Source: an optimization exercise on an open RTL-to-GDS flow (aim: small area and a short achievable clock period). Production flows keep margins and buffers that such runs may drop.
No run shown here included a check of the RTL's function; only the layout flow was run.

==> flow/design.v, too long to show whole: its modules and the start of the top module <==
// module montgomery_kyber: 1381 lines
// module kfa: 6 lines
// module k_a21bo: 5 lines
// module k_a21oi: 5 lines
// module k_and2: 5 lines
// module k_inv: 5 lines
// module k_nand2: 5 lines
// module k_nor2: 5 lines
// module k_o21ai: 5 lines
// module k_o21bai: 5 lines
// module k_or2: 5 lines
// module k_xnor2: 5 lines
// module k_xor2: 5 lines
module montgomery_kyber(clk, a, b, out);
  // ...
==> flow/flow/run.sh <==
#!/bin/bash
set -euo pipefail
MARGIN=${MARGIN:-5.5}
BUF=${BUF:-sky130_fd_sc_hd__buf_1}
RECOVER=${RECOVER:-0}
bash standard.sh "SETUP_SLACK_MARGIN=$MARGIN" \
  "BUFFER_PORTS_ARGS=-buffer_cell $BUF" "RECOVER_POWER=$RECOVER" finish > flow_make.log 2>&1
==> flow/standard.sh <==
#!/bin/bash
# synth_recipe.tcl (not shown) runs the flow's synth.tcl, then flattens the netlist and writes it again
# the make line also repeats each setting of config.mk as NAME=value (left out here)
make -C /OpenROAD-flow-scripts/flow DESIGN_CONFIG=/design/flow/config.mk WORK_HOME=/design/flow/orfs CLKGATE_MAP_FILE= SYNTH_SCRIPT=/design/flow/synth_recipe.tcl "${@:-finish}"
==> flow/config.mk <==
export PLATFORM = sky130hd
export DESIGN_NAME = montgomery_kyber
export DESIGN_NICKNAME = montgomery_kyber
export VERILOG_FILES = /design/flow/design.v
export SDC_FILE = /design/flow/constraint.sdc
export NUM_CORES = 4
export LEC_CHECK = 0
export CAP_MARGIN = 20
export CORE_MARGIN = 2
export CORE_UTILIZATION = 40
export CTS_BUF_LIST = sky130_fd_sc_hd__clkbuf_4 sky130_fd_sc_hd__clkbuf_8
export SETUP_SLACK_MARGIN = 5
export SLEW_MARGIN = 20
export SYNTH_HIERARCHICAL = 1
export SYNTH_MINIMUM_KEEP_SIZE = 0
==> flow/constraint.sdc <==
create_clock -name core_clock -period 12.0 [get_ports {clk}]
set_input_delay 2.4000 -clock core_clock [delete_from_list [all_inputs] [get_ports {clk}]]
set_output_delay 2.4000 -clock core_clock [all_outputs]
set_load 0.01 [all_outputs]
==> reports/qor.txt, run 1 <==
Run status = complete, no violations
Die area = 15400 µm²
Synth cell types = 14
Adder-cell share of the synthesized area = 43.6%
Post-Place Cell Area = 6060 µm²
Worst hold path depth = 3
Critical path arrival = 3900 ps
Antenna Cells = 0
Grt peak-use layer = met2
Met1 GRT Util = 21.8%
Mapped Cells = 647
Clock H-tree levels = 1
DR vias = 4193
Yosys top cell area share = 43.6%
Non-CTS inverters = 55
Setup Buffers After CTS = 0
DR top layer = met4
Initial Util = 41.3%
Critical-path top delay cell = fa_1
Syn Area/Cell = 8.93 µm²
CP delay by family, top = adder cells
Clock-cell share of area = 0.732%
==> inputs of run 2 (changes only) <==
--- a/flow/design.v
+++ b/flow/design.v
@@ -556,355 +556,355 @@
 kfa ufs275 (.a(fs249), .b(n248), .c(fc274), .s(fs275), .co(fc275));
 wire fs276, fc276;
 kfa ufs276 (.a(fs250), .b(fc249), .c(fc275), .s(fs276), .co(fc276));
 wire fs277, fc277;
 kfa ufs277 (.a(fs251), .b(fc250), .c(fc276), .s(fs277), .co(fc277));
 wire n278;
 k_nor2 un278 (.a(fs252), .b(fc251), .y(n278));
 wire n279;
-k_xor2 un279 (.a(fs252), .b(fc251), .y(n279));
+k_nand2 un279 (.a(fs252), .b(fc251), .y(n279));
 wire n280;
-k_nor2 un280 (.a(fs253), .b(fc252), .y(n280));
+k_xor2 un280 (.a(fs252), .b(fc251), .y(n280));
 wire n281;
-k_xor2 un281 (.a(fs253), .b(fc252), .y(n281));
+k_nor2 un281 (.a(fs253), .b(fc252), .y(n281));
 wire n282;
-k_nor2 un282 (.a(fs254), .b(fc253), .y(n282));
+k_nand2 un282 (.a(fs253), .b(fc252), .y(n282));
 wire n283;
-k_xor2 un283 (.a(fs254), .b(fc253), .y(n283));
+k_xor2 un283 (.a(fs253), .b(fc252), .y(n283));
 wire n284;
-k_nor2 un284 (.a(fs255), .b(fc254), .y(n284));
+k_nor2 un284 (.a(fs254), .b(fc253), .y(n284));
 wire n285;
-k_xor2 un285 (.a(fs255), .b(fc254), .y(n285));
+k_nand2 un285 (.a(fs254), .b(fc253), .y(n285));
 wire n286;
-k_nor2 un286 (.a(fs256), .b(fc255), .y(n286));
+k_xor2 un286 (.a(fs254), .b(fc253), .y(n286));
 wire n287;
-k_xor2 un287 (.a(fs256), .b(fc255), .y(n287));
+k_nor2 un287 (.a(fs255), .b(fc254), .y(n287));
 wire n288;
-k_nor2 un288 (.a(fs257), .b(fc256), .y(n288));
+k_nand2 un288 (.a(fs255), .b(fc254), .y(n288));
 wire n289;
-k_xor2 un289 (.a(fs257), .b(fc256), .y(n289));
+k_xor2 un289 (.a(fs255), .b(fc254), .y(n289));
 wire n290;
-k_nor2 un290 (.a(fs258), .b(fc257), .y(n290));
+k_nor2 un290 (.a(fs256), .b(fc255), .y(n290));
 wire n291;
-k_xor2 un291 (.a(fs258), .b(fc257), .y(n291));
+k_nand2 un291 (.a(fs256), .b(fc255), .y(n291));
 wire n292;
-k_nor2 un292 (.a(fs259), .b(fc258), .y(n292));
+k_xor2 un292 (.a(fs256), .b(fc255), .y(n292));
 wire n293;
-k_xor2 un293 (.a(fs259), .b(fc258), .y(n293));
+k_nor2 un293 (.a(fs257), .b(fc256), .y(n293));
 wire n294;
-k_nor2 un294 (.a(fs260), .b(fc259), .y(n294));
+k_nand2 un294 (.a(fs257), .b(fc256), .y(n294));
 wire n295;
-k_xor2 un295 (.a(fs260), .b(fc259), .y(n295));
+k_xor2 un295 (.a(fs257), .b(fc256), .y(n295));
 wire n296;
-k_nor2 un296 (.a(fs261), .b(fc260), .y(n296));
+k_nor2 un296 (.a(fs258), .b(fc257), .y(n296));
 wire n297;
-k_xor2 un297 (.a(fs261), .b(fc260), .y(n297));
+k_nand2 un297 (.a(fs258), .b(fc257), .y(n297));
 wire n298;
-k_nor2 un298 (.a(fs262), .b(fc261), .y(n298));
+k_xor2 un298 (.a(fs258), .b(fc257), .y(n298));
 wire n299;
-k_xor2 un299 (.a(fs262), .b(fc261), .y(n299));
+k_nor2 un299 (.a(fs259), .b(fc258), .y(n299));
 wire n300;
-k_nor2 un300 (.a(fs263), .b(fc262), .y(n300));
+k_nand2 un300 (.a(fs259), .b(fc258), .y(n300));
 wire n301;
-k_xor2 un301 (.a(fs263), .b(fc262), .y(n301));
+k_xor2 un301 (.a(fs259), .b(fc258), .y(n301));
 wire n302;
-k_nor2 un302 (.a(fs264), .b(fc263), .y(n302));
+k_nor2 un302 (.a(fs260), .b(fc259), .y(n302));
 wire n303;
-k_xor2 un303 (.a(fs264), .b(fc263), .y(n303));
+k_nand2 un303 (.a(fs260), .b(fc259), .y(n303));
 wire n304;
-k_nor2 un304 (.a(fs265), .b(fc264), .y(n304));
+k_xor2 un304 (.a(fs260), .b(fc259), .y(n304));
 wire n305;
-k_xor2 un305 (.a(fs265), .b(fc264), .y(n305));
+k_nor2 un305 (.a(fs261), .b(fc260), .y(n305));
 wire n306;
-k_nor2 un306 (.a(n266), .b(fc265), .y(n306));
+k_nand2 un306 (.a(fs261), .b(fc260), .y(n306));
 wire n307;
-k_xor2 un307 (.a(n266), .b(fc265), .y(n307));
+k_xor2 un307 (.a(fs261), .b(fc260), .y(n307));
 wire n308;
-k_nor2 un308 (.a(n268), .b(n267), .y(n308));
+k_nor2 un308 (.a(fs262), .b(fc261), .y(n308));
 wire n309;
-k_xor2 un309 (.a(n268), .b(n267), .y(n309));
+k_nand2 un309 (.a(fs262), .b(fc261), .y(n309));
 wire n310;
-k_nor2 un310 (.a(n270), .b(n269), .y(n310));
+k_xor2 un310 (.a(fs262), .b(fc261), .y(n310));
 wire n311;
-k_xor2 un311 (.a(n270), .b(n269), .y(n311));
+k_nor2 un311 (.a(fs263), .b(fc262), .y(n311));
 wire n312;
-k_inv un312 (.a(fc277), .y(n312));
+k_nand2 un312 (.a(fs263), .b(fc262), .y(n312));
 wire n313;
-k_a21oi un313 (.a(n279), .b(n312), .c(n278), .y(n313));
+k_xor2 un313 (.a(fs263), .b(fc262), .y(n313));
 wire n314;
-k_a21oi un314 (.a(n283), .b(n280), .c(n282), .y(n314));
+k_nor2 un314 (.a(fs264), .b(fc263), .y(n314));
 wire n315;
-k_nand2 un315 (.a(n283), .b(n281), .y(n315));
+k_nand2 un315 (.a(fs264), .b(fc263), .y(n315));
 wire n316;
-k_a21oi un316 (.a(n287), .b(n284), .c(n286), .y(n316));
+k_xor2 un316 (.a(fs264), .b(fc263), .y(n316));
 wire n317;
-k_nand2 un317 (.a(n287), .b(n285), .y(n317));
+k_nor2 un317 (.a(fs265), .b(fc264), .y(n317));
 wire n318;
-k_a21oi un318 (.a(n291), .b(n288), .c(n290), .y(n318));
+k_nand2 un318 (.a(fs265), .b(fc264), .y(n318));
 wire n319;
-k_nand2 un319 (.a(n291), .b(n289), .y(n319));
+k_xor2 un319 (.a(fs265), .b(fc264), .y(n319));
 wire n320;
-k_a21oi un320 (.a(n295), .b(n292), .c(n294), .y(n320));
+k_nor2 un320 (.a(n266), .b(fc265), .y(n320));
 wire n321;
-k_nand2 un321 (.a(n295), .b(n293), .y(n321));
+k_nand2 un321 (.a(n266), .b(fc265), .y(n321));
 wire n322;
-k_a21oi un322 (.a(n299), .b(n296), .c(n298), .y(n322));
+k_xor2 un322 (.a(n266), .b(fc265), .y(n322));
 wire n323;
-k_nand2 un323 (.a(n299), .b(n297), .y(n323));
+k_nor2 un323 (.a(n268), .b(n267), .y(n323));
 wire n324;
-k_a21oi un324 (.a(n303), .b(n300), .c(n302), .y(n324));
+k_nand2 un324 (.a(n268), .b(n267), .y(n324));
 wire n325;
-k_nand2 un325 (.a(n303), .b(n301), .y(n325));
+k_xor2 un325 (.a(n268), .b(n267), .y(n325));
 wire n326;
-k_a21oi un326 (.a(n307), .b(n304), .c(n306), .y(n326));
+k_nor2 un326 (.a(n270), .b(n269), .y(n326));
 wire n327;
-k_nand2 un327 (.a(n307), .b(n305), .y(n327));
+k_nand2 un327 (.a(n270), .b(n269), .y(n327));
 wire n328;
-k_a21oi un328 (.a(n311), .b(n308), .c(n310), .y(n328));
+k_xor2 un328 (.a(n270), .b(n269), .y(n328));
 wire n329;
-k_nand2 un329 (.a(n311), .b(n309), .y(n329));
+k_inv un329 (.a(fc277), .y(n329));
 wire n330;
-k_inv un330 (.a(n313), .y(n330));
+k_a21oi un330 (.a(n279), .b(n329), .c(n278), .y(n330));
 wire n331;
-k_a21oi un331 (.a(n281), .b(n330), .c(n280), .y(n331));
+k_a21oi un331 (.a(n285), .b(n281), .c(n284), .y(n331));
 wire n332;
-k_o21ai un332 (.a(n315), .b(n313), .c(n314), .y(n332));
+k_nand2 un332 (.a(n285), .b(n282), .y(n332));
 wire n333;
-k_inv un333 (.a(n316), .y(n333));
+k_a21oi un333 (.a(n291), .b(n287), .c(n290), .y(n333));
 wire n334;
-k_a21oi un334 (.a(n289), .b(n333), .c(n288), .y(n334));
+k_nand2 un334 (.a(n291), .b(n288), .y(n334));
 wire n335;
-k_inv un335 (.a(n317), .y(n335));
+k_a21oi un335 (.a(n297), .b(n293), .c(n296), .y(n335));
 wire n336;
-k_nand2 un336 (.a(n289), .b(n335), .y(n336));
+k_nand2 un336 (.a(n297), .b(n294), .y(n336));
 wire n337;
-k_o21ai un337 (.a(n319), .b(n316), .c(n318), .y(n337));
+k_a21oi un337 (.a(n303), .b(n299), .c(n302), .y(n337));
 wire n338;
-k_nor2 un338 (.a(n319), .b(n317), .y(n338));
+k_nand2 un338 (.a(n303), .b(n300), .y(n338));
 wire n339;
-k_inv un339 (.a(n320), .y(n339));
+k_a21oi un339 (.a(n309), .b(n305), .c(n308), .y(n339));
 wire n340;
-k_a21oi un340 (.a(n297), .b(n339), .c(n296), .y(n340));
+k_nand2 un340 (.a(n309), .b(n306), .y(n340));
 wire n341;
-k_inv un341 (.a(n297), .y(n341));
+k_a21oi un341 (.a(n315), .b(n311), .c(n314), .y(n341));
 wire n342;
-k_nor2 un342 (.a(n341), .b(n321), .y(n342));
+k_nand2 un342 (.a(n315), .b(n312), .y(n342));
 wire n343;
-k_o21ai un343 (.a(n323), .b(n320), .c(n322), .y(n343));
+k_a21oi un343 (.a(n321), .b(n317), .c(n320), .y(n343));
 wire n344;
-k_nor2 un344 (.a(n323), .b(n321), .y(n344));
+k_nand2 un344 (.a(n321), .b(n318), .y(n344));
 wire n345;
-k_inv un345 (.a(n324), .y(n345));
+k_a21oi un345 (.a(n327), .b(n323), .c(n326), .y(n345));
 wire n346;
-k_a21oi un346 (.a(n305), .b(n345), .c(n304), .y(n346));
+k_nand2 un346 (.a(n327), .b(n324), .y(n346));
 wire n347;
-k_inv un347 (.a(n305), .y(n347));
+k_o21ai un347 (.a(n332), .b(n330), .c(n331), .y(n347));
 wire n348;
-k_nor2 un348 (.a(n347), .b(n325), .y(n348));
+k_o21ai un348 (.a(n336), .b(n333), .c(n335), .y(n348));
 wire n349;
-k_o21ai un349 (.a(n327), .b(n324), .c(n326), .y(n349));
+k_nor2 un349 (.a(n336), .b(n334), .y(n349));
 wire n350;
-k_nor2 un350 (.a(n327), .b(n325), .y(n350));
+k_o21ai un350 (.a(n340), .b(n337), .c(n339), .y(n350));
 wire n351;
-k_inv un351 (.a(n271), .y(n351));
+k_nor2 un351 (.a(n340), .b(n338), .y(n351));
 wire n352;
-k_o21ai un352 (.a(n351), .b(n328), .c(n271), .y(n352));
+k_o21ai un352 (.a(n344), .b(n341), .c(n343), .y(n352));
 wire n353;
-k_nor2 un353 (.a(n351), .b(n329), .y(n353));
+k_nor2 un353 (.a(n344), .b(n342), .y(n353));
 wire n354;
-k_a21oi un354 (.a(n285), .b(n332), .c(n284), .y(n354));
+k_a21oi un354 (.a(n349), .b(n347), .c(n348), .y(n354));
 wire n355;
-k_inv un355 (.a(n332), .y(n355));
+k_a21oi un355 (.a(n353), .b(n350), .c(n352), .y(n355));
 wire n356;
-k_o21ai un356 (.a(n317), .b(n355), .c(n316), .y(n356));
+k_nand2 un356 (.a(n353), .b(n351), .y(n356));
 wire n357;
-k_o21ai un357 (.a(n336), .b(n355), .c(n334), .y(n357));
+k_o21ai un357 (.a(n356), .b(n354), .c(n355), .y(n357));
 wire n358;
-k_a21oi un358 (.a(n338), .b(n332), .c(n337), .y(n358));
+k_inv un358 (.a(n354), .y(n358));
 wire n359;
-k_a21oi un359 (.a(n301), .b(n343), .c(n300), .y(n359));
+k_a21oi un359 (.a(n351), .b(n358), .c(n350), .y(n359));
 wire n360;
-k_nand2 un360 (.a(n301), .b(n344), .y(n360));
+k_inv un360 (.a(n347), .y(n360));
 wire n361;
-k_inv un361 (.a(n343), .y(n361));
+k_o21ai un361 (.a(n334), .b(n360), .c(n333), .y(n361));
 wire n362;
-k_o21ai un362 (.a(n325), .b(n361), .c(n324), .y(n362));
+k_o21ai un362 (.a(n338), .b(n354), .c(n337), .y(n362));
 wire n363;
-k_inv un363 (.a(n325), .y(n363));
+k_o21ai un363 (.a(n342), .b(n359), .c(n341), .y(n363));
 wire n364;
-k_nand2 un364 (.a(n363), .b(n344), .y(n364));
+k_inv un364 (.a(n357), .y(n364));
 wire n365;
-k_a21bo un365 (.a(n348), .b(n343), .c(n346), .y(n365));
+k_o21ai un365 (.a(n346), .b(n364), .c(n345), .y(n365));
 wire n366;
-k_nand2 un366 (.a(n348), .b(n344), .y(n366));
+k_inv un366 (.a(n330), .y(n366));
 wire n367;
-k_a21oi un367 (.a(n350), .b(n343), .c(n349), .y(n367));
+k_a21oi un367 (.a(n282), .b(n366), .c(n281), .y(n367));
 wire n368;
-k_nand2 un368 (.a(n350), .b(n344), .y(n368));
+k_a21oi un368 (.a(n288), .b(n347), .c(n287), .y(n368));
 wire n369;
-k_inv un369 (.a(n358), .y(n369));
+k_a21oi un369 (.a(n294), .b(n361), .c(n293), .y(n369));
 wire n370;
-k_a21oi un370 (.a(n293), .b(n369), .c(n292), .y(n370));
+k_a21oi un370 (.a(n300), .b(n358), .c(n299), .y(n370));
 wire n371;
-k_o21ai un371 (.a(n321), .b(n358), .c(n320), .y(n371));
+k_a21oi un371 (.a(n306), .b(n362), .c(n305), .y(n371));
 wire n372;
-k_inv un372 (.a(n342), .y(n372));
+k_inv un372 (.a(n359), .y(n372));
 wire n373;
-k_o21ai un373 (.a(n372), .b(n358), .c(n340), .y(n373));
+k_a21oi un373 (.a(n312), .b(n372), .c(n311), .y(n373));
 wire n374;
-k_a21oi un374 (.a(n344), .b(n369), .c(n343), .y(n374));
+k_a21oi un374 (.a(n318), .b(n363), .c(n317), .y(n374));
 wire n375;
-k_o21ai un375 (.a(n360), .b(n358), .c(n359), .y(n375));
+k_a21oi un375 (.a(n324), .b(n357), .c(n323), .y(n375));
 wire n376;
-k_o21bai un376 (.a(n364), .b(n358), .c(n362), .y(n376));
+k_orn2 un376 (.a(n365), .b(n271), .y(n376));
 wire n377;
-k_o21bai un377 (.a(n366), .b(n358), .c(n365), .y(n377));
+k_xnor2 un377 (.a(n280), .b(fc277), .y(n377));
 wire n378;
-k_o21ai un378 (.a(n368), .b(n358), .c(n367), .y(n378));
+k_xnor2 un378 (.a(n283), .b(n330), .y(n378));
 wire n379;
-k_a21oi un379 (.a(n309), .b(n378), .c(n308), .y(n379));
+k_xnor2 un379 (.a(n286), .b(n367), .y(n379));
 wire n380;
-k_inv un380 (.a(n378), .y(n380));
+k_xor2 un380 (.a(n289), .b(n347), .y(n380));
 wire n381;
-k_o21ai un381 (.a(n329), .b(n380), .c(n328), .y(n381));
+k_xnor2 un381 (.a(n292), .b(n368), .y(n381));
 wire n382;
-k_a21oi un382 (.a(n353), .b(n378), .c(n352), .y(n382));
+k_xor2 un382 (.a(n295), .b(n361), .y(n382));
 wire n383;
-k_xnor2 un383 (.a(n279), .b(fc277), .y(n383));
+k_xor2 un383 (.a(n298), .b(n369), .y(n383));
 wire n384;
-k_xnor2 un384 (.a(n281), .b(n313), .y(n384));
+k_xor2 un384 (.a(n301), .b(n354), .y(n384));
 wire n385;
-k_xnor2 un385 (.a(n283), .b(n331), .y(n385));
+k_xor2 un385 (.a(n304), .b(n370), .y(n385));
 wire n386;
-k_xor2 un386 (.a(n285), .b(n332), .y(n386));
+k_xnor2 un386 (.a(n307), .b(n362), .y(n386));
 wire n387;
-k_xnor2 un387 (.a(n287), .b(n354), .y(n387));
+k_xor2 un387 (.a(n310), .b(n371), .y(n387));
 wire n388;
-k_xor2 un388 (.a(n289), .b(n356), .y(n388));
+k_xor2 un388 (.a(n313), .b(n359), .y(n388));
 wire n389;
-k_xnor2 un389 (.a(n291), .b(n357), .y(n389));
+k_xor2 un389 (.a(n316), .b(n373), .y(n389));
 wire n390;
-k_xor2 un390 (.a(n293), .b(n358), .y(n390));
+k_xnor2 un390 (.a(n319), .b(n363), .y(n390));
 wire n391;
-k_xor2 un391 (.a(n295), .b(n370), .y(n391));
+k_xor2 un391 (.a(n322), .b(n374), .y(n391));
 wire n392;
-k_xnor2 un392 (.a(n297), .b(n371), .y(n392));
+k_xnor2 un392 (.a(n325), .b(n357), .y(n392));
 wire n393;
-k_xnor2 un393 (.a(n299), .b(n373), .y(n393));
+k_xor2 un393 (.a(n328), .b(n375), .y(n393));
 wire n394;
-k_xor2 un394 (.a(n301), .b(n374), .y(n394));
+k_xnor2 un394 (.a(n271), .b(n365), .y(n394));
 wire n395;
-k_xnor2 un395 (.a(n303), .b(n375), .y(n395));
+k_nor2 un395 (.a(n272), .b(n0), .y(n395));
 wire n396;
-k_xnor2 un396 (.a(n305), .b(n376), .y(n396));
+k_nand2 un396 (.a(n272), .b(n0), .y(n396));
 wire n397;
-k_xnor2 un397 (.a(n307), .b(n377), .y(n397));
+k_xor2 un397 (.a(n272), .b(n0), .y(n397));
 wire n398;
-k_xnor2 un398 (.a(n309), .b(n378), .y(n398));
+k_nor2 un398 (.a(fs274), .b(n272), .y(n398));
 wire n399;
-k_xor2 un399 (.a(n311), .b(n379), .y(n399));
+k_nand2 un399 (.a(fs274), .b(n272), .y(n399));
 wire n400;
-k_xnor2 un400 (.a(n271), .b(n381), .y(n400));
+k_xor2 un400 (.a(fs274), .b(n272), .y(n400));
 wire n401;
-k_nor2 un401 (.a(n272), .b(n0), .y(n401));
+k_nor2 un401 (.a(fs275), .b(fs274), .y(n401));
 wire n402;
-k_xor2 un402 (.a(n272), .b(n0), .y(n402));
+k_nand2 un402 (.a(fs275), .b(fs274), .y(n402));
 wire n403;
-k_nor2 un403 (.a(fs274), .b(n272), .y(n403));
+k_xor2 un403 (.a(fs275), .b(fs274), .y(n403));
 wire n404;
-k_xor2 un404 (.a(fs274), .b(n272), .y(n404));
+k_inv un404 (.a(n0), .y(n404));
 wire n405;
-k_nor2 un405 (.a(fs275), .b(fs274), .y(n405));
+k_nand2 un405 (.a(n396), .b(n404), .y(n405));
 wire n406;
-k_xor2 un406 (.a(fs275), .b(fs274), .y(n406));
+k_a21oi un406 (.a(n402), .b(n398), .c(n401), .y(n406));
 wire n407;
-k_inv un407 (.a(n0), .y(n407));
+k_nand2 un407 (.a(n402), .b(n399), .y(n407));
 wire n408;
-k_nand2 un408 (.a(n402), .b(n407), .y(n408));
+k_a21oi un408 (.a(n399), .b(n395), .c(n398), .y(n408));
 wire n409;
-k_a21oi un409 (.a(n406), .b(n403), .c(n405), .y(n409));
+k_inv un409 (.a(n405), .y(n409));
 wire n410;
-k_nand2 un410 (.a(n406), .b(n404), .y(n410));
+k_nand2 un410 (.a(n399), .b(n409), .y(n410));
 wire n411;
-k_a21oi un411 (.a(n404), .b(n401), .c(n403), .y(n411));
+k_inv un411 (.a(n395), .y(n411));
 wire n412;
-k_inv un412 (.a(n408), .y(n412));
+k_o21ai un412 (.a(n407), .b(n411), .c(n406), .y(n412));
 wire n413;
-k_nand2 un413 (.a(n404), .b(n412), .y(n413));
+k_nor2 un413 (.a(n407), .b(n405), .y(n413));
 wire n414;
-k_inv un414 (.a(n401), .y(n414));
+k_xor2 un414 (.a(n400), .b(n395), .y(n414));
 wire n415;
-k_o21ai un415 (.a(n410), .b(n414), .c(n409), .y(n415));
-wire n416;
-k_nor2 un416 (.a(n410), .b(n408), .y(n416));
+k_xnor2 un415 (.a(n403), .b(n408), .y(n415));
+wire fs416, fc416;
+kfa ufs416 (.a(n0), .b(fc253), .c(fs254), .s(fs416), .co(fc416));
 wire n417;
-k_xor2 un417 (.a(n404), .b(n401), .y(n417));
-wire n418;
-k_xnor2 un418 (.a(n406), .b(n411), .y(n418));
-wire fs419, fc419;
-kfa ufs419 (.a(n0), .b(fc253), .c(fs254), .s(fs419), .co(fc419));
-wire n420;
-k_inv un420 (.a(n402), .y(n420));
-wire fs421, fc421;
-kfa ufs421 (.a(n420), .b(fc254), .c(fs255), .s(fs421), .co(fc421));
-wire n422;
-k_inv un422 (.a(n417), .y(n422));
-wire fs423, fc423;
-kfa ufs423 (.a(n422), .b(fc255), .c(fs256), .s(fs423), .co(fc423));
+k_inv un417 (.a(n397), .y(n417));
+wire fs418, fc418;
+kfa ufs418 (.a(n417), .b(fc254), .c(fs255), .s(fs418), .co(fc418));
+wire n419;
+k_inv un419 (.a(n414), .y(n419));
+wire fs420, fc420;
+kfa ufs420 (.a(n419), .b(fc255), .c(fs256), .s(fs420), .co(fc420));
+wire n421;
+k_inv un421 (.a(n415), .y(n421));
+wire fs422, fc422;
+kfa ufs422 (.a(n421), .b(fc256), .c(fs257), .s(fs422), .co(fc422));
+wire n423;
+k_nor2 un423 (.a(fs418), .b(fc416), .y(n423));
 wire n424;
-k_inv un424 (.a(n418), .y(n424));
-wire fs425, fc425;
-kfa ufs425 (.a(n424), .b(fc256), .c(fs257), .s(fs425), .co(fc425));
+k_nand2 un424 (.a(fs418), .b(fc416), .y(n424));
+wire n425;
+k_xor2 un425 (.a(fs418), .b(fc416), .y(n425));
 wire n426;
-k_nor2 un426 (.a(fs421), .b(fc419), .y(n426));
+k_nor2 un426 (.a(fs420), .b(fc418), .y(n426));
 wire n427;
-k_xor2 un427 (.a(fs421), .b(fc419), .y(n427));
+k_nand2 un427 (.a(fs420), .b(fc418), .y(n427));
 wire n428;
-k_nor2 un428 (.a(fs423), .b(fc421), .y(n428));
+k_xor2 un428 (.a(fs420), .b(fc418), .y(n428));
 wire n429;
-k_xor2 un429 (.a(fs423), .b(fc421), .y(n429));
+k_nor2 un429 (.a(fs422), .b(fc420), .y(n429));
 wire n430;
-k_nor2 un430 (.a(fs425), .b(fc423), .y(n430));
+k_nand2 un430 (.a(fs422), .b(fc420), .y(n430));
 wire n431;
-k_xor2 un431 (.a(fs425), .b(fc423), .y(n431));
+k_xor2 un431 (.a(fs422), .b(fc420), .y(n431));
 wire n432;
-k_nor2 un432 (.a(fs419), .b(n331), .y(n432));
+k_nor2 un432 (.a(fs416), .b(n367), .y(n432));
 wire n433;
-k_a21oi un433 (.a(n429), .b(n426), .c(n428), .y(n433));
+k_a21oi un433 (.a(n427), .b(n423), .c(n426), .y(n433));
 wire n434;
-k_nand2 un434 (.a(n429), .b(n427), .y(n434));
+k_nand2 un434 (.a(n427), .b(n424), .y(n434));
 wire n435;
-k_a21oi un435 (.a(n427), .b(n432), .c(n426), .y(n435));
+k_a21oi un435 (.a(n424), .b(n432), .c(n423), .y(n435));
 wire n436;
 k_inv un436 (.a(n432), .y(n436));
 wire n437;
 k_o21ai un437 (.a(n434), .b(n436), .c(n433), .y(n437));
 wire n438;
-k_a21oi un438 (.a(n431), .b(n437), .c(n430), .y(n438));
+k_a21oi un438 (.a(n430), .b(n437), .c(n429), .y(n438));
 wire n439;
-k_xor2 un439 (.a(fs419), .b(n331), .y(n439));
+k_xor2 un439 (.a(fs416), .b(n367), .y(n439));
 wire n440;
-k_xor2 un440 (.a(n427), .b(n432), .y(n440));
+k_xor2 un440 (.a(n425), .b(n432), .y(n440));
 wire n441;
-k_xnor2 un441 (.a(n429), .b(n435), .y(n441));
+k_xnor2 un441 (.a(n428), .b(n435), .y(n441));
 wire n442;
 k_xor2 un442 (.a(n431), .b(n437), .y(n442));
 wire n443;
 k_inv un443 (.a(n272), .y(n443));
 wire n444;
 k_inv un444 (.a(fs274), .y(n444));
 wire n445;
 k_inv un445 (.a(fs275), .y(n445));
 wire n446;
 k_inv un446 (.a(fs276), .y(n446));
 wire n447;
 k_inv un447 (.a(fs277), .y(n447));
 reg [24:0] r;
-always @(posedge clk) r <= {n382, n400, n399, n398, n397, n396, n395, n394, n393, n392, n391, n390, n389, n442, n441, n440, n439, n384, n383, n447, n446, n445, n444, n443, n407};
+always @(posedge clk) r <= {n376, n394, n393, n392, n391, n390, n389, n388, n387, n386, n385, n384, n383, n442, n441, n440, n439, n378, n377, n447, n446, n445, n444, n443, n404};
 wire n448;
 k_xnor2 un448 (.a(r[12]), .b(r[4]), .y(n448));
 wire n449;
 k_or2 un449 (.a(r[12]), .b(r[4]), .y(n449));
 wire fs450, fc450;
 kfa ufs450 (.a(r[13]), .b(r[5]), .c(r[1]), .s(fs450), .co(fc450));
 wire fs451, fc451;
 kfa ufs451 (.a(r[14]), .b(r[6]), .c(r[2]), .s(fs451), .co(fc451));
@@ -1052,337 +1052,321 @@
 k_inv un522 (.a(n520), .y(n522));
 wire n523;
 k_nor2 un523 (.a(n512), .b(n522), .y(n523));
 wire n524;
 k_nand2 un524 (.a(n515), .b(n520), .y(n524));
 wire n525;
 k_nor2 un525 (.a(fc468), .b(fs470), .y(n525));
 wire n526;
-k_xor2 un526 (.a(fc468), .b(fs470), .y(n526));
+k_nand2 un526 (.a(fc468), .b(fs470), .y(n526));
 wire n527;
-k_nor2 un527 (.a(fc470), .b(fs472), .y(n527));
+k_xor2 un527 (.a(fc468), .b(fs470), .y(n527));
 wire n528;
-k_xor2 un528 (.a(fc470), .b(fs472), .y(n528));
+k_nor2 un528 (.a(fc470), .b(fs472), .y(n528));
 wire n529;
-k_nor2 un529 (.a(fc472), .b(fs474), .y(n529));
+k_nand2 un529 (.a(fc470), .b(fs472), .y(n529));
 wire n530;
-k_xor2 un530 (.a(fc472), .b(fs474), .y(n530));
+k_xor2 un530 (.a(fc470), .b(fs472), .y(n530));
 wire n531;
-k_nor2 un531 (.a(fc474), .b(fs476), .y(n531));
+k_nor2 un531 (.a(fc472), .b(fs474), .y(n531));
 wire n532;
-k_xor2 un532 (.a(fc474), .b(fs476), .y(n532));
+k_nand2 un532 (.a(fc472), .b(fs474), .y(n532));
 wire n533;
-k_nor2 un533 (.a(fc476), .b(fs478), .y(n533));
+k_xor2 un533 (.a(fc472), .b(fs474), .y(n533));
 wire n534;
-k_xor2 un534 (.a(fc476), .b(fs478), .y(n534));
+k_nor2 un534 (.a(fc474), .b(fs476), .y(n534));
 wire n535;
-k_nor2 un535 (.a(fc478), .b(fs480), .y(n535));
+k_nand2 un535 (.a(fc474), .b(fs476), .y(n535));
 wire n536;
-k_xor2 un536 (.a(fc478), .b(fs480), .y(n536));
+k_xor2 un536 (.a(fc474), .b(fs476), .y(n536));
 wire n537;
-k_nor2 un537 (.a(fc480), .b(fs482), .y(n537));
+k_nor2 un537 (.a(fc476), .b(fs478), .y(n537));
 wire n538;
-k_xor2 un538 (.a(fc480), .b(fs482), .y(n538));
+k_nand2 un538 (.a(fc476), .b(fs478), .y(n538));
 wire n539;
-k_nor2 un539 (.a(fc482), .b(fs484), .y(n539));
+k_xor2 un539 (.a(fc476), .b(fs478), .y(n539));
 wire n540;
-k_xor2 un540 (.a(fc482), .b(fs484), .y(n540));
+k_nor2 un540 (.a(fc478), .b(fs480), .y(n540));
 wire n541;
-k_nor2 un541 (.a(fs486), .b(fc484), .y(n541));
+k_nand2 un541 (.a(fc478), .b(fs480), .y(n541));
 wire n542;
-k_xor2 un542 (.a(fs486), .b(fc484), .y(n542));
+k_xor2 un542 (.a(fc478), .b(fs480), .y(n542));
 wire n543;
-k_nor2 un543 (.a(fs488), .b(fc486), .y(n543));
+k_nor2 un543 (.a(fc480), .b(fs482), .y(n543));
 wire n544;
-k_xor2 un544 (.a(fs488), .b(fc486), .y(n544));
+k_nand2 un544 (.a(fc480), .b(fs482), .y(n544));
 wire n545;
-k_nor2 un545 (.a(fs489), .b(fc488), .y(n545));
+k_xor2 un545 (.a(fc480), .b(fs482), .y(n545));
 wire n546;
-k_xor2 un546 (.a(fs489), .b(fc488), .y(n546));
+k_nor2 un546 (.a(fc482), .b(fs484), .y(n546));
 wire n547;
-k_nor2 un547 (.a(n490), .b(fc489), .y(n547));
+k_nand2 un547 (.a(fc482), .b(fs484), .y(n547));
 wire n548;
-k_xor2 un548 (.a(n490), .b(fc489), .y(n548));
+k_xor2 un548 (.a(fc482), .b(fs484), .y(n548));
 wire n549;
-k_nor2 un549 (.a(r[24]), .b(n491), .y(n549));
+k_nor2 un549 (.a(fs486), .b(fc484), .y(n549));
 wire n550;
-k_xor2 un550 (.a(r[24]), .b(n491), .y(n550));
+k_nand2 un550 (.a(fs486), .b(fc484), .y(n550));
 wire n551;
-k_a21oi un551 (.a(n526), .b(n513), .c(n525), .y(n551));
+k_xor2 un551 (.a(fs486), .b(fc484), .y(n551));
 wire n552;
-k_a21oi un552 (.a(n530), .b(n527), .c(n529), .y(n552));
+k_nor2 un552 (.a(fs488), .b(fc486), .y(n552));
 wire n553;
-k_nand2 un553 (.a(n530), .b(n528), .y(n553));
+k_nand2 un553 (.a(fs488), .b(fc486), .y(n553));
 wire n554;
-k_a21oi un554 (.a(n534), .b(n531), .c(n533), .y(n554));
+k_xor2 un554 (.a(fs488), .b(fc486), .y(n554));
 wire n555;
-k_nand2 un555 (.a(n534), .b(n532), .y(n555));
+k_nor2 un555 (.a(fs489), .b(fc488), .y(n555));
 wire n556;
-k_a21oi un556 (.a(n538), .b(n535), .c(n537), .y(n556));
+k_nand2 un556 (.a(fs489), .b(fc488), .y(n556));
 wire n557;
-k_nand2 un557 (.a(n538), .b(n536), .y(n557));
+k_xor2 un557 (.a(fs489), .b(fc488), .y(n557));
 wire n558;
-k_a21oi un558 (.a(n542), .b(n539), .c(n541), .y(n558));
+k_nor2 un558 (.a(n490), .b(fc489), .y(n558));
 wire n559;
-k_nand2 un559 (.a(n542), .b(n540), .y(n559));
+k_nand2 un559 (.a(n490), .b(fc489), .y(n559));
 wire n560;
-k_a21oi un560 (.a(n546), .b(n543), .c(n545), .y(n560));
+k_xor2 un560 (.a(n490), .b(fc489), .y(n560));
 wire n561;
-k_nand2 un561 (.a(n546), .b(n544), .y(n561));
+k_inv un561 (.a(r[24]), .y(n561));
 wire n562;
-k_a21oi un562 (.a(n550), .b(n547), .c(n549), .y(n562));
+k_nor2 un562 (.a(n561), .b(n491), .y(n562));
 wire n563;
-k_nand2 un563 (.a(n550), .b(n548), .y(n563));
+k_orn2 un563 (.a(r[24]), .b(n491), .y(n563));
 wire n564;
-k_inv un564 (.a(n551), .y(n564));
+k_xor2 un564 (.a(r[24]), .b(n491), .y(n564));
 wire n565;
-k_a21oi un565 (.a(n528), .b(n564), .c(n527), .y(n565));
+k_a21oi un565 (.a(n526), .b(n513), .c(n525), .y(n565));
 wire n566;
-k_o21ai un566 (.a(n553), .b(n551), .c(n552), .y(n566));
+k_a21oi un566 (.a(n532), .b(n528), .c(n531), .y(n566));
 wire n567;
-k_inv un567 (.a(n554), .y(n567));
+k_nand2 un567 (.a(n532), .b(n529), .y(n567));
 wire n568;
-k_a21oi un568 (.a(n536), .b(n567), .c(n535), .y(n568));
+k_a21oi un568 (.a(n538), .b(n534), .c(n537), .y(n568));
 wire n569;
-k_inv un569 (.a(n536), .y(n569));
+k_nand2 un569 (.a(n538), .b(n535), .y(n569));
 wire n570;
-k_nor2 un570 (.a(n569), .b(n555), .y(n570));
+k_a21oi un570 (.a(n544), .b(n540), .c(n543), .y(n570));
 wire n571;
-k_o21ai un571 (.a(n557), .b(n554), .c(n556), .y(n571));
+k_nand2 un571 (.a(n544), .b(n541), .y(n571));
 wire n572;
-k_nor2 un572 (.a(n557), .b(n555), .y(n572));
+k_a21oi un572 (.a(n550), .b(n546), .c(n549), .y(n572));
 wire n573;
-k_inv un573 (.a(n558), .y(n573));
+k_nand2 un573 (.a(n550), .b(n547), .y(n573));
 wire n574;
-k_a21oi un574 (.a(n544), .b(n573), .c(n543), .y(n574));
+k_a21oi un574 (.a(n556), .b(n552), .c(n555), .y(n574));
 wire n575;
-k_inv un575 (.a(n544), .y(n575));
+k_nand2 un575 (.a(n556), .b(n553), .y(n575));
 wire n576;
-k_nor2 un576 (.a(n575), .b(n559), .y(n576));
+k_a21oi un576 (.a(n563), .b(n558), .c(n562), .y(n576));
 wire n577;
-k_o21ai un577 (.a(n561), .b(n558), .c(n560), .y(n577));
+k_nand2 un577 (.a(n563), .b(n559), .y(n577));
 wire n578;
-k_nor2 un578 (.a(n561), .b(n559), .y(n578));
+k_inv un578 (.a(n565), .y(n578));
 wire n579;
-k_a21oi un579 (.a(n532), .b(n566), .c(n531), .y(n579));
+k_a21oi un579 (.a(n529), .b(n578), .c(n528), .y(n579));
 wire n580;
-k_inv un580 (.a(n566), .y(n580));
+k_o21ai un580 (.a(n567), .b(n565), .c(n566), .y(n580));
 wire n581;
-k_o21ai un581 (.a(n555), .b(n580), .c(n554), .y(n581));
+k_inv un581 (.a(n568), .y(n581));
 wire n582;
-k_a21bo un582 (.a(n570), .b(n566), .c(n568), .y(n582));
+k_a21oi un582 (.a(n541), .b(n581), .c(n540), .y(n582));
 wire n583;
-k_a21oi un583 (.a(n572), .b(n566), .c(n571), .y(n583));
+k_inv un583 (.a(n541), .y(n583));
 wire n584;
-k_a21oi un584 (.a(n548), .b(n577), .c(n547), .y(n584));
+k_nor2 un584 (.a(n583), .b(n569), .y(n584));
 wire n585;
-k_nand2 un585 (.a(n548), .b(n578), .y(n585));
+k_o21ai un585 (.a(n571), .b(n568), .c(n570), .y(n585));
 wire n586;
-k_inv un586 (.a(n577), .y(n586));
+k_nor2 un586 (.a(n571), .b(n569), .y(n586));
 wire n587;
-k_o21ai un587 (.a(n563), .b(n586), .c(n562), .y(n587));
+k_inv un587 (.a(n572), .y(n587));
 wire n588;
-k_inv un588 (.a(n563), .y(n588));
+k_a21oi un588 (.a(n553), .b(n587), .c(n552), .y(n588));
 wire n589;
-k_nand2 un589 (.a(n588), .b(n578), .y(n589));
+k_inv un589 (.a(n553), .y(n589));
 wire n590;
-k_inv un590 (.a(n583), .y(n590));
+k_nor2 un590 (.a(n589), .b(n573), .y(n590));
 wire n591;
-k_a21oi un591 (.a(n540), .b(n590), .c(n539), .y(n591));
+k_o21ai un591 (.a(n575), .b(n572), .c(n574), .y(n591));
 wire n592;
-k_o21ai un592 (.a(n559), .b(n583), .c(n558), .y(n592));
+k_nor2 un592 (.a(n575), .b(n573), .y(n592));
 wire n593;
-k_inv un593 (.a(n576), .y(n593));
+k_a21oi un593 (.a(n535), .b(n580), .c(n534), .y(n593));
 wire n594;
-k_o21ai un594 (.a(n593), .b(n583), .c(n574), .y(n594));
+k_inv un594 (.a(n580), .y(n594));
 wire n595;
-k_a21oi un595 (.a(n578), .b(n590), .c(n577), .y(n595));
+k_o21ai un595 (.a(n569), .b(n594), .c(n568), .y(n595));
 wire n596;
-k_o21ai un596 (.a(n585), .b(n583), .c(n584), .y(n596));
+k_a21bo un596 (.a(n584), .b(n580), .c(n582), .y(n596));
 wire n597;
-k_o21bai un597 (.a(n589), .b(n583), .c(n587), .y(n597));
+k_a21oi un597 (.a(n586), .b(n580), .c(n585), .y(n597));
 wire n598;
-k_xor2 un598 (.a(n526), .b(n513), .y(n598));
+k_a21oi un598 (.a(n559), .b(n591), .c(n558), .y(n598));
 wire n599;
-k_xnor2 un599 (.a(n528), .b(n551), .y(n599));
+k_nand2 un599 (.a(n559), .b(n592), .y(n599));
 wire n600;
-k_xnor2 un600 (.a(n530), .b(n565), .y(n600));
+k_inv un600 (.a(n591), .y(n600));
 wire n601;
-k_xor2 un601 (.a(n532), .b(n566), .y(n601));
+k_o21ai un601 (.a(n577), .b(n600), .c(n576), .y(n601));
 wire n602;
-k_xnor2 un602 (.a(n534), .b(n579), .y(n602));
+k_inv un602 (.a(n577), .y(n602));
 wire n603;
-k_xor2 un603 (.a(n536), .b(n581), .y(n603));
+k_nand2 un603 (.a(n602), .b(n592), .y(n603));
 wire n604;
-k_xor2 un604 (.a(n538), .b(n582), .y(n604));
+k_inv un604 (.a(n597), .y(n604));
 wire n605;
-k_xnor2 un605 (.a(n540), .b(n583), .y(n605));
+k_a21oi un605 (.a(n547), .b(n604), .c(n546), .y(n605));
 wire n606;
-k_xnor2 un606 (.a(n542), .b(n591), .y(n606));
+k_o21ai un606 (.a(n573), .b(n597), .c(n572), .y(n606));
 wire n607;
-k_xor2 un607 (.a(n544), .b(n592), .y(n607));
+k_inv un607 (.a(n590), .y(n607));
 wire n608;
-k_xor2 un608 (.a(n546), .b(n594), .y(n608));
+k_o21ai un608 (.a(n607), .b(n597), .c(n588), .y(n608));
 wire n609;
-k_xnor2 un609 (.a(n548), .b(n595), .y(n609));
+k_a21oi un609 (.a(n592), .b(n604), .c(n591), .y(n609));
 wire n610;
-k_xor2 un610 (.a(n550), .b(n596), .y(n610));
+k_o21ai un610 (.a(n599), .b(n597), .c(n598), .y(n610));
 wire n611;
-k_nand2 un611 (.a(n598), .b(n610), .y(n611));
+k_o21bai un611 (.a(n603), .b(n597), .c(n601), .y(n611));
 wire n612;
-k_xor2 un612 (.a(n598), .b(n610), .y(n612));
+k_xnor2 un612 (.a(n527), .b(n513), .y(n612));
 wire n613;
-k_nand2 un613 (.a(n606), .b(n610), .y(n613));
+k_xor2 un613 (.a(n530), .b(n565), .y(n613));
 wire n614;
-k_xor2 un614 (.a(n606), .b(n610), .y(n614));
+k_xor2 un614 (.a(n533), .b(n579), .y(n614));
 wire n615;
-k_nand2 un615 (.a(n608), .b(n610), .y(n615));
+k_xnor2 un615 (.a(n536), .b(n580), .y(n615));
 wire n616;
-k_xor2 un616 (.a(n608), .b(n610), .y(n616));
+k_xor2 un616 (.a(n539), .b(n593), .y(n616));
 wire n617;
-k_nand2 un617 (.a(n609), .b(n610), .y(n617));
+k_xnor2 un617 (.a(n542), .b(n595), .y(n617));
 wire n618;
-k_xor2 un618 (.a(n609), .b(n610), .y(n618));
+k_xnor2 un618 (.a(n545), .b(n596), .y(n618));
 wire n619;
-k_inv un619 (.a(n599), .y(n619));
+k_xor2 un619 (.a(n548), .b(n597), .y(n619));
 wire n620;
-k_nor2 un620 (.a(n619), .b(n611), .y(n620));
+k_xor2 un620 (.a(n551), .b(n605), .y(n620));
 wire n621;
-k_nand2 un621 (.a(n599), .b(n612), .y(n621));
+k_xnor2 un621 (.a(n554), .b(n606), .y(n621));
 wire n622;
-k_nand2 un622 (.a(n601), .b(n600), .y(n622));
+k_xnor2 un622 (.a(n557), .b(n608), .y(n622));
 wire n623;
-k_nand2 un623 (.a(n603), .b(n602), .y(n623));
+k_xor2 un623 (.a(n560), .b(n609), .y(n623));
 wire n624;
-k_nand2 un624 (.a(n605), .b(n604), .y(n624));
+k_xnor2 un624 (.a(n564), .b(n610), .y(n624));
 wire n625;
-k_inv un625 (.a(n607), .y(n625));
+k_nor2 un625 (.a(n613), .b(n612), .y(n625));
 wire n626;
-k_nor2 un626 (.a(n625), .b(n613), .y(n626));
+k_nor2 un626 (.a(n615), .b(n614), .y(n626));
 wire n627;
-k_nand2 un627 (.a(n607), .b(n614), .y(n627));
+k_nor2 un627 (.a(n617), .b(n616), .y(n627));
 wire n628;
-k_inv un628 (.a(n618), .y(n628));
+k_nor2 un628 (.a(n619), .b(n618), .y(n628));
 wire n629;
-k_o21ai un629 (.a(n628), .b(n615), .c(n617), .y(n629));
+k_nor2 un629 (.a(n621), .b(n620), .y(n629));
 wire n630;
-k_nand2 un630 (.a(n618), .b(n616), .y(n630));
+k_nand2 un630 (.a(n623), .b(n622), .y(n630));
 wire n631;
-k_nand2 un631 (.a(n600), .b(n620), .y(n631));
+k_inv un631 (.a(n614), .y(n631));
 wire n632;
-k_inv un632 (.a(n600), .y(n632));
+k_nand2 un632 (.a(n631), .b(n625), .y(n632));
 wire n633;
-k_nor2 un633 (.a(n632), .b(n621), .y(n633));
+k_nor2 un633 (.a(n614), .b(n613), .y(n633));
 wire n634;
-k_inv un634 (.a(n622), .y(n634));
+k_nand2 un634 (.a(n626), .b(n625), .y(n634));
 wire n635;
-k_nand2 un635 (.a(n634), .b(n620), .y(n635));
+k_inv un635 (.a(n613), .y(n635));
 wire n636;
-k_nor2 un636 (.a(n622), .b(n621), .y(n636));
+k_nand2 un636 (.a(n626), .b(n635), .y(n636));
 wire n637;
-k_inv un637 (.a(n604), .y(n637));
+k_inv un637 (.a(n618), .y(n637));
 wire n638;
-k_nor2 un638 (.a(n637), .b(n623), .y(n638));
+k_nand2 un638 (.a(n637), .b(n627), .y(n638));
 wire n639;
-k_nor2 un639 (.a(n624), .b(n623), .y(n639));
+k_nand2 un639 (.a(n628), .b(n627), .y(n639));
 wire n640;
-k_a21bo un640 (.a(n616), .b(n626), .c(n615), .y(n640));
+k_orn2 un640 (.a(n629), .b(n622), .y(n640));
 wire n641;
-k_inv un641 (.a(n616), .y(n641));
+k_nor2 un641 (.a(n630), .b(n629), .y(n641));
 wire n642;
-k_nor2 un642 (.a(n641), .b(n627), .y(n642));
+k_nor2 un642 (.a(n616), .b(n634), .y(n642));
 wire n643;
-k_inv un643 (.a(n630), .y(n643));
+k_nor2 un643 (.a(n616), .b(n636), .y(n643));
 wire n644;
-k_a21oi un644 (.a(n643), .b(n626), .c(n629), .y(n644));
+k_inv un644 (.a(n634), .y(n644));
 wire n645;
-k_nor2 un645 (.a(n630), .b(n627), .y(n645));
+k_nand2 un645 (.a(n627), .b(n644), .y(n645));
 wire n646;
-k_inv un646 (.a(n602), .y(n646));
+k_inv un646 (.a(n636), .y(n646));
 wire n647;
-k_nor2 un647 (.a(n646), .b(n635), .y(n647));
+k_nand2 un647 (.a(n627), .b(n646), .y(n647));
 wire n648;
-k_nand2 un648 (.a(n602), .b(n636), .y(n648));
+k_nor2 un648 (.a(n638), .b(n634), .y(n648));
 wire n649;
-k_nor2 un649 (.a(n623), .b(n635), .y(n649));
+k_nor2 un649 (.a(n638), .b(n636), .y(n649));
 wire n650;
-k_inv un650 (.a(n623), .y(n650));
+k_nor2 un650 (.a(n639), .b(n634), .y(n650));
 wire n651;
-k_nand2 un651 (.a(n650), .b(n636), .y(n651));
+k_nor2 un651 (.a(n639), .b(n636), .y(n651));
 wire n652;
-k_inv un652 (.a(n638), .y(n652));
+k_orn2 un652 (.a(n650), .b(n620), .y(n652));
 wire n653;
-k_nor2 un653 (.a(n652), .b(n635), .y(n653));
+k_inv un653 (.a(n621), .y(n653));
 wire n654;
-k_nand2 un654 (.a(n638), .b(n636), .y(n654));
+k_a21oi un654 (.a(n653), .b(n650), .c(n629), .y(n654));
 wire n655;
-k_inv un655 (.a(n639), .y(n655));
+k_nand2 un655 (.a(n653), .b(n651), .y(n655));
 wire n656;
-k_nor2 un656 (.a(n655), .b(n635), .y(n656));
+k_a21oi un656 (.a(n653), .b(n650), .c(n640), .y(n656));
 wire n657;
-k_nand2 un657 (.a(n639), .b(n636), .y(n657));
+k_nand2 un657 (.a(n653), .b(n651), .y(n657));
 wire n658;
-k_a21bo un658 (.a(n614), .b(n656), .c(n613), .y(n658));
+k_inv un658 (.a(n650), .y(n658));
 wire n659;
-k_inv un659 (.a(n614), .y(n659));
+k_o21ai un659 (.a(n621), .b(n658), .c(n641), .y(n659));
 wire n660;
-k_nor2 un660 (.a(n659), .b(n657), .y(n660));
+k_nand2 un660 (.a(n653), .b(n651), .y(n660));
 wire n661;
-k_inv un661 (.a(n627), .y(n661));
+k_xnor2 un661 (.a(n613), .b(n612), .y(n661));
 wire n662;
-k_a21oi un662 (.a(n661), .b(n656), .c(n626), .y(n662));
+k_xor2 un662 (.a(n614), .b(n625), .y(n662));
 wire n663;
-k_nor2 un663 (.a(n627), .b(n657), .y(n663));
+k_xnor2 un663 (.a(n615), .b(n632), .y(n663));
 wire n664;
-k_a21oi un664 (.a(n642), .b(n656), .c(n640), .y(n664));
+k_xnor2 un664 (.a(n616), .b(n634), .y(n664));
 wire n665;
-k_inv un665 (.a(n642), .y(n665));
+k_xor2 un665 (.a(n617), .b(n642), .y(n665));
 wire n666;
-k_nor2 un666 (.a(n665), .b(n657), .y(n666));
+k_xnor2 un666 (.a(n618), .b(n645), .y(n666));
 wire n667;
-k_a21bo un667 (.a(n645), .b(n656), .c(n644), .y(n667));
+k_xor2 un667 (.a(n619), .b(n648), .y(n667));
 wire n668;
-k_inv un668 (.a(n645), .y(n668));
+k_xnor2 un668 (.a(n620), .b(n650), .y(n668));
 wire n669;
-k_nor2 un669 (.a(n668), .b(n657), .y(n669));
+k_xor2 un669 (.a(n621), .b(n652), .y(n669));
 wire n670;
-k_xnor2 un670 (.a(n599), .b(n611), .y(n670));
+k_xor2 un670 (.a(n622), .b(n654), .y(n670));
 wire n671;
-k_xor2 un671 (.a(n600), .b(n620), .y(n671));
+k_xor2 un671 (.a(n623), .b(n656), .y(n671));
 wire n672;
-k_xnor2 un672 (.a(n601), .b(n631), .y(n672));
-wire n673;
-k_xnor2 un673 (.a(n602), .b(n635), .y(n673));
-wire n674;
-k_xor2 un674 (.a(n603), .b(n647), .y(n674));
-wire n675;
-k_xor2 un675 (.a(n604), .b(n649), .y(n675));
-wire n676;
-k_xor2 un676 (.a(n605), .b(n653), .y(n676));
-wire n677;
-k_xor2 un677 (.a(n614), .b(n656), .y(n677));
-wire n678;
-k_xor2 un678 (.a(n607), .b(n658), .y(n678));
-wire n679;
-k_xnor2 un679 (.a(n616), .b(n662), .y(n679));
-wire n680;
-k_xnor2 un680 (.a(n618), .b(n664), .y(n680));
-assign out[0] = n612;
-assign out[1] = n670;
-assign out[2] = n671;
-assign out[3] = n672;
-assign out[4] = n673;
-assign out[5] = n674;
-assign out[6] = n675;
-assign out[7] = n676;
-assign out[8] = n677;
-assign out[9] = n678;
-assign out[10] = n679;
-assign out[11] = n680;
+k_inv un672 (.a(n612), .y(n672));
+k_mux2i uo0 (.s(n624), .a(n612), .b(n672), .y(out[0]));
+k_mux2i uo1 (.s(n624), .a(n613), .b(n661), .y(out[1]));
+k_mux2i uo2 (.s(n624), .a(n614), .b(n662), .y(out[2]));
+k_mux2i uo3 (.s(n624), .a(n615), .b(n663), .y(out[3]));
+k_mux2i uo4 (.s(n624), .a(n616), .b(n664), .y(out[4]));
+k_mux2i uo5 (.s(n624), .a(n617), .b(n665), .y(out[5]));
+k_mux2i uo6 (.s(n624), .a(n618), .b(n666), .y(out[6]));
+k_mux2i uo7 (.s(n624), .a(n619), .b(n667), .y(out[7]));
+k_mux2i uo8 (.s(n624), .a(n620), .b(n668), .y(out[8]));
+k_mux2i uo9 (.s(n624), .a(n621), .b(n669), .y(out[9]));
+k_mux2i uo10 (.s(n624), .a(n622), .b(n670), .y(out[10]));
+k_mux2i uo11 (.s(n624), .a(n623), .b(n671), .y(out[11]));
 endmodule
 module kfa(a, b, c, s, co);
 input a, b, c;
 output s, co;
 assign s = a ^ b ^ c;
 assign co = (a & b) | (a & c) | (b & c);
 endmodule
 module k_a21bo(a, b, c, y);
@@ -1400,16 +1384,21 @@
 output y;
 assign y = a & b;
 endmodule
 module k_inv(a, y);
 input a;
 output y;
 assign y = ~a;
 endmodule
+module k_mux2i(s, a, b, y);
+input s, a, b;
+output y;
+assign y = ~(s ? b : a);
+endmodule
 module k_nand2(a, b, y);
 input a, b;
 output y;
 assign y = ~(a & b);
 endmodule
 module k_nor2(a, b, y);
 input a, b;
 output y;
@@ -1425,16 +1414,21 @@
 output y;
 assign y = ~((a | b) & ~c);
 endmodule
 module k_or2(a, b, y);
 input a, b;
 output y;
 assign y = a | b;
 endmodule
+module k_orn2(a, b, y);
+input a, b;
+output y;
+assign y = a | ~b;
+endmodule
 module k_xnor2(a, b, y);
 input a, b;
 output y;
 assign y = ~(a ^ b);
 endmodule
 module k_xor2(a, b, y);
 input a, b;
 output y;
==> flow/flow/run.sh (replaced) <==
#!/bin/bash
set -euo pipefail
MARGIN=${MARGIN:-5.75}
BUF=${BUF:-sky130_fd_sc_hd__buf_1}
HERE=$(cd "$(dirname "$0")" && pwd)
bash standard.sh "SETUP_SLACK_MARGIN=$MARGIN" \
  "BUFFER_PORTS_ARGS=-buffer_cell $BUF" \
  "PRE_FLOORPLAN_TCL=$HERE/downsize.tcl" finish > flow_make.log 2>&1
==> flow/flow/downsize.tcl (new file) <==
# Before floorplanning: set every combinational cell to its smallest drive
# strength (x1) so that repair_timing sizes up only the cells that need it.
# Flip-flops are left as synthesis made them.
set db [ord::get_db]
set n 0
foreach inst [[ord::get_db_block] getInsts] {
  set m [[$inst getMaster] getName]
  if {[regexp {^(sky130_fd_sc_hd__[a-z0-9]+)_([0-9]+)$} $m -> base sz] && $sz > 1 && ![string match "*__df*" $base] && ![string match "*__dl*" $base]} {
    set new [$db findMaster ${base}_1]
    if {$new ne "NULL"} {
      $inst swapMaster $new
      incr n
    }
  }
}
puts "downsize: $n cells set to x1"
==> reports/qor.txt, run 2 <==
Run status = complete, no violations (unchanged)
Critical-path top delay cell = fa_1 (unchanged)
CP dominant cell by count = fa_1
Antenna Cells = 0 (unchanged)
Met2 GRT Util = 29.6% (was 30.4%)
Commonest non-fill, non-tap cell in the layout = nand2_1 (unchanged)
CP Max Fanout = 12 (was 7)
Sink Count = 25 (unchanged)
DR vias = 4208 (was 4193)
Most frequent cells in the layout = nand2_1, fa_1, xor2_1 (was nand2_1, fa_1, inv_1)
Worst hold path depth = 3 (unchanged)
Post-route ant nets = 0 (unchanged)
Clock H-tree levels = 1 (unchanged)
CP bufs+invs = 3 (was 2)
Post-route cell area = 6230 µm² (was 6320 µm²)
Tmin final = 6130 ps (was 6300 ps)
Clock buffer depth = 2 (unchanged)
Fmax = 0.163 GHz (was 0.159 GHz)
CORE AREA = 13700 µm² (was 14000 µm²)
Root Buffer = clkbuf_8 (unchanged)
Met3 GRT Util = 0.890% (was 1.64%)
Total track usage = 17.1% (was 16.7%)
Nets = 839 (was 831)
Initial Util = 40.6% (was 41.3%)
Area of the multi-input gates = 4990 µm² (was 5130 µm²)
Worst Setup End Kind = flip-flop (was output pin)
Critical path arrival = 6320 ps (was 3900 ps)
Port buffer count = 36 (unchanged)
Largest net degree at the start of global routing = 14 (was 15)
Syn. warnings = 7 (unchanged)
Hold crit path type = in2reg (unchanged)
CTS tree = done (unchanged)
Chip Width = 122 µm (was 124 µm)
Largest reg by FF count = r (unchanged)
Fillers = 1347 (was 1401)
Initial DRT Pass Iterations = 5 (was 4)
Worst slew pin tran = 575 ps (was 629 ps)
CTS buffer count = 3 (unchanged)
Post-Syn Nets = 791 (was 798)
CTS Hold Bufs = 0 (unchanged)
Initial DRC count = 197 (was 167)
Required time worst endpoint = 12190 ps (was 9600 ps)
Final worst path period share = 51.1% (was 52.5%)
CP delay by family, top = adder cells (unchanged)
Top Registers = r: 25 flops (unchanged)
Final wirelength = 12.2 mm (was 12.5 mm)
Post-route setup TNS = 0 ps (unchanged)
Setup violators final = 0 (unchanged)
Die area = 14900 µm² (was 15400 µm²)
DP HPWL = 10.4 mm (was 10.6 mm)
Max_slew headroom = 61.4% (was 58.1%)
CP Cell Sequence = buf_8 -> nand2_2 -> fa_1 -> fa_1 -> fa_2 -> fa_1 -> fa_1 -> nand2_2 -> a21oi_2 -> o21ai_1 -> a21oi_2 -> inv_2 -> a21oi_4 -> inv_1 -> a21oi_1 -> xor2_1 (was fa_1 -> fa_1 -> xor2_2 -> nand2_1 -> o21ai_4 -> a21oi_2 -> o21ai_1 -> xor2_1 -> buf_4 -> nand2_1 -> nor2_4 -> nand2_2 -> nor2_4 -> a21bo_1 -> xor2_1 -> buf_1)
Remaining DRCs = 0 (unchanged)
Critical path class = in2reg (was reg2out)
Vias in the first global route = 4379 (was 4672)
CP Launch Type = input pin (was flip-flop)
First-pass GRT wire length = 20.5 mm (was 21.7 mm)
Max FFs per register = 25 (unchanged)
RSZ-0062 raised after global routing = true (unchanged)
FF/Latch Area = 502 µm² (was 513 µm²)
Grt peak-use layer = met2 (unchanged)
Slew Viols, Final = 0 (unchanged)
Max Cap Violations = 0 (unchanged)
Layout cells sized above 1 = 8.59% (was 14.1%)
Mapped Cells = 640 (was 647)
Core Util, Final = 45.4% (was 45.2%)
I/O pin count = 37 (unchanged)
Met1 GRT Util = 23.8% (was 21.8%)
Post-Place Cell Area = 5930 µm² (was 6060 µm²)
Drt via density = 4.85 (was 4.88)
Worst hold slack = 2550 ps (was 2650 ps)
Clk pin slew, worst setup/hold paths = 70 ps (was 80 ps)
Final hold violation count = 0 (unchanged)
Max stage delay on crit path = 590 ps (was 580 ps)
GRT overflow = 0 (unchanged)
Cell depth of the worst setup path = 16 (unchanged)
WL/cell = 14.1 µm (was 14.5 µm)
Die Span Y = 122 µm (was 124 µm)
Num rows = 43 (unchanged)
Routability Congestion = 0.843 (was 0.857)
Initial antenna violation count = 0 (unchanged)
-- run 2: worst paths after layout --
kind	end	slack, ps	start
max	r[18]$_DFF_P_	5870	a[5]
min	r[0]$_DFF_P_	2550	a[0]
-- run 2: cell type report --
type / count / area share, %
clock buffers: 4 / 0.783
well taps: 180 / 3.62
flip-flops and latches: 25 / 8.05
inverters: 42 / 2.53
multi-input cells: 573 / 80.2
repair buffers: 43 / 4.86
-- run 2: metal layers --
| metal | wire length [µm] | part of all wire, % |
|---|---|---|
| met5 | 0 | 0 |
| met4 | 113 | 0.93 |
| met3 | 657 | 5.4 |
| met2 | 5900 | 48 |
| met1 | 5530 | 45 |
-- run 2: worst min-delay path: cells and delay by family --
kind	cells	cell delay (ps)
buf+inv	2	200
simple gates	1	170
-- run 2: metrics by stage --
step / setup WS (ps) / instances
final: 5870 / 867
after floorplan: 5880 / 640
after global routing: 5690 / 867
after CTS: 5740 / 861
after global placement: 5180 / 857
after detailed placement: 5030 / 857
-- run 2: timing repair --
action / 4_1_cts / 5_1_grt
pin swaps: 0 / 10
setup buffers: 0 / 6
gates resized for setup: 22 / 67
setup endpoints to repair: 12 / 12

-- re-timing with driven ports --
The flow's constraints put no driver on any port. The routed layouts listed below were extracted and timed again, unchanged, in two steps.
Step 1 assumes that a clkbuf_16 drives the clock port and a buf_2 every other input.
Step 2 also shifts input and output timing later by t, the mid clock arrival at the registers, as if the neighbouring blocks saw the same clock.
Slacks: ideal ports / drivers / drivers and shift; pairs: ideal ports / drivers.
run | t (ns) | slack for setup (ns) | worst hold slack (ns) | clock arrival spread, ns
run 1 | 0.284 | 5.695 / 5.669 / 5.434 | 2.652 / 2.644 / 2.928 | 0.004 / 0.003
run 2 | 0.281 | 5.873 / 5.852 / 5.570 | 2.547 / 2.557 / 2.838 | 0.002 / 0.001
After both steps setup and hold are still met in every run listed. The setup slack of run 2, which loses most, moves by -0.021 ns with the drivers and by -0.303 ns with both steps.
